Source: an optimization exercise on an open RTL-to-GDS flow (aim: a short achievable clock period and few clock cycles). Production flows keep margins and buffers that such runs may drop. Where RTL was checked, it was by simulation tests only, not by an equivalence proof against the original. No activity file was given, so power comes from the tool's default toggle rates.

==> violet: inputs <==
==> flow/design.v (excerpt) <==
module cpu (
	input clk,
	input reset,
	output [15:0] o_mem_addr,
	output o_mem_rd,
	output o_mem_wr,
	input  [15:0] i_mem_rddata,
	output [15:0] o_mem_wrdata
);
Settings: LEC_CHECK=0, ABC_AREA=1, CAP_MARGIN=20, CORE_MARGIN=2, CORE_UTILIZATION=30, SLEW_MARGIN=20, SYNTH_HIERARCHICAL=1, SYNTH_MINIMUM_KEEP_SIZE=0; clock period 10.0 ns.
standard.sh (not shown) runs the stock make flow with config.mk's settings and CLKGATE_MAP_FILE= SYNTH_SCRIPT=/design/flow/synth_recipe.tcl, a recipe that flattens the netlist after the stock synthesis.
==> flow/flow/run.sh <==
#!/bin/bash
set -euo pipefail
bash standard.sh SETUP_SLACK_MARGIN=7 finish > make_finish.log 2>&1
==> ember: changes against violet <==
==> flow/design.v (replaced) <==
module cpu (
	input clk,
	input reset,
	output [15:0] o_mem_addr,
	output o_mem_rd,
	output o_mem_wr,
	input  [15:0] i_mem_rddata,
	output [15:0] o_mem_wrdata
);
	logic [15:0] addr_q, wdata_q;
	logic        rd_q, wr_q;
	assign o_mem_addr   = addr_q;
	assign o_mem_rd     = rd_q;
	assign o_mem_wr     = wr_q;
	assign o_mem_wrdata = wdata_q;
	logic [15:0] nfa_q;      
	logic        pend_q;
	logic        fly_q;      
	logic        arv_q;      
	logic [15:0] arpc_q;     
	localparam int NC = 14;
	localparam int C_MV = 0, C_ADD = 1, C_SUB = 2, C_CMP = 3, C_LD = 4, C_ST = 5,
	               C_HI = 6, C_BR = 7, C_JZ = 8, C_JN = 9, C_CALL = 10, C_TIMM = 11,
	               C_NXT = 12, C_WR = 13;
	logic [2:0]         v_q;
	logic [2:0][15:0]   qw_q;
	logic [2:0][15:0]   qnpc_q;
	logic [2:0][15:0]   qtg_q;
	logic [2:0][7:0]    qxo_q;
	logic [2:0][7:0]    qyo_q;
	logic [2:0][7:0]    qtm_q;
	logic [2:0][NC-1:0] qc_q;
	logic [2:0][15:0]   qa_q;    
	logic [2:0][15:0]   qb_q;    
	logic               hz_q;    
	logic       ldb_q, lda_q;
	logic [7:0] ldbo_q, ldao_q;
	logic [7:0][15:0] r_q;
	logic             n_q, z_q;
	function automatic logic [15:0] rsel(input logic [7:0][15:0] r, input logic [7:0] o);
		rsel = '0;
		for (int i = 0; i < 8; i++) rsel = rsel | (r[i] & {16{o[i]}});
	endfunction
	logic [15:0]   iw;
	logic [NC-1:0] c;
	logic [7:0]    xo, yo;
	logic          ii;
	assign iw = qw_q[0];
	assign c  = qc_q[0];
	assign xo = qxo_q[0];
	assign yo = qyo_q[0];
	assign ii = iw[4];
	logic ex, setf;
	assign ex   = v_q[0] & ~hz_q;
	assign setf = ex & (c[C_ADD] | c[C_SUB]);
	logic [15:0] rx, ry, opb, sum, xtg;
	assign rx  = qa_q[0];
	assign opb = qb_q[0];
	assign ry  = qb_q[0];
	cpu_add #(.W(16)) u_alu (.a(rx), .b(opb ^ {16{c[C_SUB]}}), .ci(c[C_SUB]), .s(sum), .co());
	logic zf;
	assign zf = c[C_SUB] ? (rx == opb) : ((rx ^ opb) == {rx[14:0] | opb[14:0], 1'b0});
	logic taken, xred;
	assign taken = ~(c[C_JZ] | c[C_JN]) | (c[C_JZ] & z_q) | (c[C_JN] & n_q);
	assign xred  = ex & c[C_BR] & taken & ~c[C_NXT];
	assign xtg   = c[C_TIMM] ? qtg_q[0] : rx;
	logic        wex;
	logic [7:0]  wxo;
	logic [15:0] wxd, wxf;
	assign wex = ex & c[C_WR];
	assign wxo = c[C_CALL] ? 8'h80 : xo;
	assign wxf = c[C_MV] ? opb : (c[C_HI] ? {iw[15:8], rx[7:0]} : qnpc_q[0]);
	assign wxd = (c[C_ADD] | c[C_SUB]) ? sum : wxf;
	logic [15:0]   aw;
	logic [3:0]    aop;
	logic          aii;
	logic [NC-1:0] ac;
	logic [7:0]    axo, ayo, atm;
	logic [15:0]   aoff, anpc, atgi, arx, atg;
	assign aw  = i_mem_rddata;
	assign aop = aw[3:0];
	assign aii = aw[4];
	always_comb begin
		for (int i = 0; i < 8; i++) begin
			axo[i] = (aw[7:5] == i[2:0]);
			ayo[i] = (aw[10:8] == i[2:0]);
		end
	end
	logic [11:0] atlo;
	logic [3:0]  ahi, ahi_p, ahi_m;
	assign anpc  = arpc_q + 16'd2;
	assign ahi   = anpc[15:12];
	assign ahi_p = anpc[15:12] + 4'd1;
	assign ahi_m = anpc[15:12] - 4'd1;
	logic acy;
	cpu_add #(.W(11)) u_atg (.a(anpc[11:1]), .b(aw[15:5]), .ci(1'b0), .s(atlo[11:1]), .co(acy));
	assign atlo[0] = anpc[0];
	assign atgi = {(acy == aw[15]) ? ahi : (acy ? ahi_p : ahi_m), atlo};
	logic a_br, a_j, a_jz, a_jn, a_call, a_nxt, a_safe, a_res, a_tk, ared;
	logic fwd, fwd_slow, a_usex, a_usey;
	assign a_j    = (aop == 4'h8);
	assign a_jz   = (aop == 4'h9);
	assign a_jn   = (aop == 4'hA);
	assign a_call = (aop == 4'hC);
	assign a_br   = a_j | a_jz | a_jn | a_call;
	assign a_nxt  = (aii & (aw[15:5] == 11'd0)) | (~aii & a_call & (aw[7:5] == 3'd7));
	assign a_usex = ~(a_br & aii);
	assign a_usey = ~aii & ~aop[3] & ~(aop[2] & aop[1]);
	assign atm    = (axo & {8{a_usex}}) | (ayo & {8{a_usey}}) | {a_call, 7'd0};
	assign fwd  = wex & |(wxo & axo);
	assign fwd_slow = fwd & (c[C_ADD] | c[C_SUB]);
	logic [15:0] rfx, rfy, aqa, aqb;
	assign rfx  = rsel(r_q, axo);
	assign rfy  = rsel(r_q, ayo);
	assign arx  = fwd ? wxf : rfx;
	assign aqa  = fwd ? wxd : rfx;
	assign aqb  = aii ? {{8{aw[15]}}, aw[15:8]} : ((wex & |(wxo & ayo)) ? wxd : rfy);
	assign atg  = aii ? atgi : arx;
	assign a_safe = ((a_j | a_call) & aii) |
	                (~v_q[1] & (~v_q[0] | ex) &
	                 ~(~aii & ((ldb_q & |(ldbo_q & axo)) | (ex & c[C_LD] & |(xo & axo)) | fwd_slow)) &
	                 ~((a_jz | a_jn) & setf));
	assign a_res  = arv_q & ~xred & a_br & a_safe;
	assign a_tk   = a_j | a_call | (a_jz & z_q) | (a_jn & n_q);
	assign ared   = a_res & a_tk & ~a_nxt;
	always_comb begin
		ac = '0;
		ac[C_MV]  = (aop == 4'h0);
		ac[C_ADD] = (aop == 4'h1);
		ac[C_SUB] = (aop == 4'h2) | (aop == 4'h3);
		ac[C_CMP] = (aop == 4'h3);
		ac[C_LD]  = (aop == 4'h4);
		ac[C_ST]  = (aop == 4'h5);
		ac[C_HI]  = (aop == 4'h6);
		ac[C_BR]  = a_br & ~a_safe;    
		ac[C_JZ]  = a_jz;
		ac[C_JN]  = a_jn;
		ac[C_CALL] = a_call;
		ac[C_TIMM] = aii | (a_call & (aw[7:5] == 3'd7));
		ac[C_NXT]  = a_nxt;
		ac[C_WR]   = (aop == 4'h0) | (aop == 4'h1) | (aop == 4'h2) | (aop == 4'h6) | a_call;
	end
	logic       enq, memop, arv_n, can_fetch, issue, redir;
	logic [2:0] v_rm, v_n, wpos;
	logic [15:0] nxt;
	assign enq    = arv_q & ~xred & ~(a_res & ~a_call);
	assign v_rm   = ex ? {1'b0, v_q[2:1]} : v_q;
	assign wpos   = {v_rm[1] & ~v_rm[2], v_rm[0] & ~v_rm[1], ~v_rm[0]};
	assign v_n    = xred ? 3'd0 : (v_rm | (wpos & {3{enq}}));
	assign arv_n  = fly_q & ~xred & ~ared;
	assign memop  = ex & (c[C_LD] | c[C_ST]);
	assign can_fetch = ({2'b0, v_rm[0]} + {2'b0, v_rm[1]} + {2'b0, v_rm[2]} +
	                    {2'b0, arv_q} + {2'b0, fly_q & ~xred}) <= 3'd2;
	assign issue  = ~memop & (can_fetch | xred);
	assign redir  = xred | ared;
	assign nxt    = pend_q ? nfa_q : nfa_q + 16'd2;
	logic [7:0] ntm;
	logic       ldb_n, hz_n;
	assign ntm   = (ex | ~v_q[0]) ? (v_q[1] & ex ? qtm_q[1] : atm) : qtm_q[0];
	assign ldb_n = ex & c[C_LD];
	assign hz_n  = (ldb_n & |(ntm & xo)) | (ldb_q & |(ntm & ldbo_q));
	logic [2:0][15:0] sna, snb;
	for (genvar i = 0; i < 3; i++) begin : g_snoop
		localparam int J = (i < 2) ? i + 1 : i;
		logic [15:0] sa, sb;
		logic [7:0]  so, sy;
		logic        sbr;
		assign sa  = ex ? qa_q[J] : qa_q[i];
		assign sb  = ex ? qb_q[J] : qb_q[i];
		assign so  = ex ? qxo_q[J] : qxo_q[i];
		assign sy  = ex ? qyo_q[J] : qyo_q[i];
		assign sbr = ex ? ~qw_q[J][4] : ~qw_q[i][4];
		assign sna[i] = (wex & |(wxo & so)) ? wxd :
		                (lda_q & |(ldao_q & so)) ? i_mem_rddata : sa;
		assign snb[i] = (sbr & wex & |(wxo & sy)) ? wxd :
		                (sbr & lda_q & |(ldao_q & sy)) ? i_mem_rddata : sb;
	end
	always_ff @(posedge clk or posedge reset) begin
		if (reset) begin
			addr_q <= 16'd0;
			wdata_q <= 16'd0;
			rd_q <= 1'b1;
			wr_q <= 1'b0;
			nfa_q <= 16'd0;
			pend_q <= 1'b0;
			fly_q <= 1'b1;
			arv_q <= 1'b0;
			arpc_q <= 16'd0;
			v_q <= 3'd0;
			qw_q <= '0;
			qnpc_q <= '0;
			qtg_q <= '0;
			qxo_q <= '0;
			qyo_q <= '0;
			qtm_q <= '0;
			qc_q <= '0;
			qa_q <= '0;
			qb_q <= '0;
			hz_q <= 1'b0;
			ldb_q <= 1'b0;
			lda_q <= 1'b0;
			ldbo_q <= 8'd0;
			ldao_q <= 8'd0;
			r_q <= '0;
			n_q <= 1'b0;
			z_q <= 1'b0;
		end else begin
			rd_q <= 1'b0;
			wr_q <= 1'b0;
			fly_q <= 1'b0;
			if (memop) begin
				rd_q <= c[C_LD];
				wr_q <= c[C_ST];
				wdata_q <= rx;
			end else if (issue) begin
				rd_q <= 1'b1;
				fly_q <= 1'b1;
			end
			if (ared & issue) addr_q <= atg;
			else if (memop)   addr_q <= ry;
			else if (xred)    addr_q <= xtg;
			else              addr_q <= nxt;
			if (ared)         nfa_q <= atg;
			else if (xred)    nfa_q <= xtg;
			else if (issue)   nfa_q <= nxt;
			if (issue)        pend_q <= 1'b0;
			else if (redir)   pend_q <= 1'b1;
			arv_q <= arv_n;
			arpc_q <= addr_q;
			v_q <= v_n;
			hz_q <= hz_n;
			for (int i = 0; i < 3; i++) begin
				if (arv_q && wpos[i]) begin
					qa_q[i] <= aqa;
					qb_q[i] <= aqb;
				end else begin
					qa_q[i] <= sna[i];
					qb_q[i] <= snb[i];
				end
			end
			if (ex) begin
				for (int i = 0; i < 2; i++) begin
					qw_q[i] <= qw_q[i+1];
					qnpc_q[i] <= qnpc_q[i+1];
					qtg_q[i] <= qtg_q[i+1];
					qxo_q[i] <= qxo_q[i+1];
					qyo_q[i] <= qyo_q[i+1];
					qtm_q[i] <= qtm_q[i+1];
					qc_q[i] <= qc_q[i+1];
				end
			end
			for (int i = 0; i < 3; i++) begin
				if (arv_q && wpos[i]) begin
					qw_q[i] <= aw;
					qnpc_q[i] <= anpc;
					qtg_q[i] <= atgi;
					qxo_q[i] <= axo;
					qyo_q[i] <= ayo;
					qtm_q[i] <= atm;
					qc_q[i] <= ac;
				end
			end
			ldb_q <= ldb_n;
			ldbo_q <= xo;
			lda_q <= ldb_q;
			ldao_q <= ldbo_q;
			for (int i = 0; i < 8; i++) begin
				if (lda_q && ldao_q[i]) r_q[i] <= i_mem_rddata;
				else if (wex && wxo[i]) r_q[i] <= wxd;
			end
			if (setf) begin
				n_q <= sum[15];
				z_q <= zf;
			end
		end
	end
endmodule
module cpu_add #(parameter int W = 16) (
	input  [W-1:0] a,
	input  [W-1:0] b,
	input          ci,
	output [W-1:0] s,
	output         co
);
	logic [W-1:0] g0, p0;
	assign g0 = a & b;
	assign p0 = a ^ b;
	localparam int L = $clog2(W + 1);
	logic [L:0][W:0] g, p;
	assign g[0] = {g0, ci};
	assign p[0] = {p0, 1'b0};
	for (genvar l = 0; l < L; l++) begin : g_lvl
		for (genvar i = 0; i <= W; i++) begin : g_bit
			if (i >= (1 << l)) begin : g_m
				assign g[l+1][i] = g[l][i] | (p[l][i] & g[l][i - (1 << l)]);
				assign p[l+1][i] = p[l][i] & p[l][i - (1 << l)];
			end else begin : g_p
				assign g[l+1][i] = g[l][i];
				assign p[l+1][i] = p[l][i];
			end
		end
	end
	assign s  = p0 ^ g[L][W-1:0];
	assign co = g[L][W];
endmodule
==> flow/config.mk (replaced) <==
export PLATFORM = sky130hd
export DESIGN_NAME = cpu
export DESIGN_NICKNAME = cpu
export VERILOG_FILES = /design/flow/design.v
export SDC_FILE = /design/flow/constraint.sdc
export NUM_CORES = 4
export LEC_CHECK = 0
export CAP_MARGIN = 20
export CORE_MARGIN = 2
export CORE_UTILIZATION = 30
export SLEW_MARGIN = 20
==> run notes <==
M3 GR Usage=between 6 and 7%; worst path cell trace=buf_12 -> buf_12 -> ha_4 -> o211ai_1 -> o211ai_1 -> buf_4 -> a2111oi_4 -> nor2_2 -> clkinv_2 -> ha_4 -> nand3b_1 -> o311a_1 -> or4_1 -> o21ai_2 -> xor2_2 -> o21ai_1; multi-input logic area=just over 20000 sq um; internal power=around 9 mW; Power Clock=~2.5 mW; gr usage total=about a quarter; share of layout cells above drive strength 1=24.0%; status=complete, no violations; Reg2Reg Depth=16; Warnings, synthesis=1
The numbers above come from ember.

==> run notes <==
status=complete, no violations; Warnings, synthesis=7; internal power=around 9.3 mW; Reg2Reg Depth=22; max cap viols=0; multi-input logic area=20600 sq um; gr usage total=approximately a quarter; share of layout cells above drive strength 1=around 22%; M3 GR Usage=5.92%; Power Clock=approximately 2.6 mW
The numbers above come from violet.

Testbench counts of violet, summed over its fixed seeds: cycles 44,460.
Function not checked in ember: the RTL went through the layout flow alone.

[port drivers added, routing unchanged]
The results above use ideal ports. As a check the final layouts listed here were re-extracted and re-timed, cells and wires unchanged. Step 1 sets driving cells, clkbuf_16 on the clock port and buf_2 on the other inputs (assumed; they add their load-dependent delay and slew). Step 2, shift: input delay + t, output delay - t, t = (earliest + latest rising clock arrival at the registers) / 2. This alone moves slack from input paths to output paths. Three values: no drivers, after step 1, after step 2; two values: the first two.
run	t (ns)	slack for setup (ns)	hold WS [ns]	latest minus earliest clock arrival (ns)	worst register clock-pin slew, ns
violet	0.718	6.621 / 6.502 / 5.785	0.444 / 0.444 / 0.444	0.039 / 0.039	0.07 / 0.07
ember	0.695	5.483 / 5.506 / 4.811	0.393 / 0.393 / 0.393	0.036 / 0.036	0.06 / 0.06
After both steps every run listed still meets setup and hold. The setup slack of violet, which loses most, moves by -0.119 ns with the drivers and by -0.836 ns with both steps.
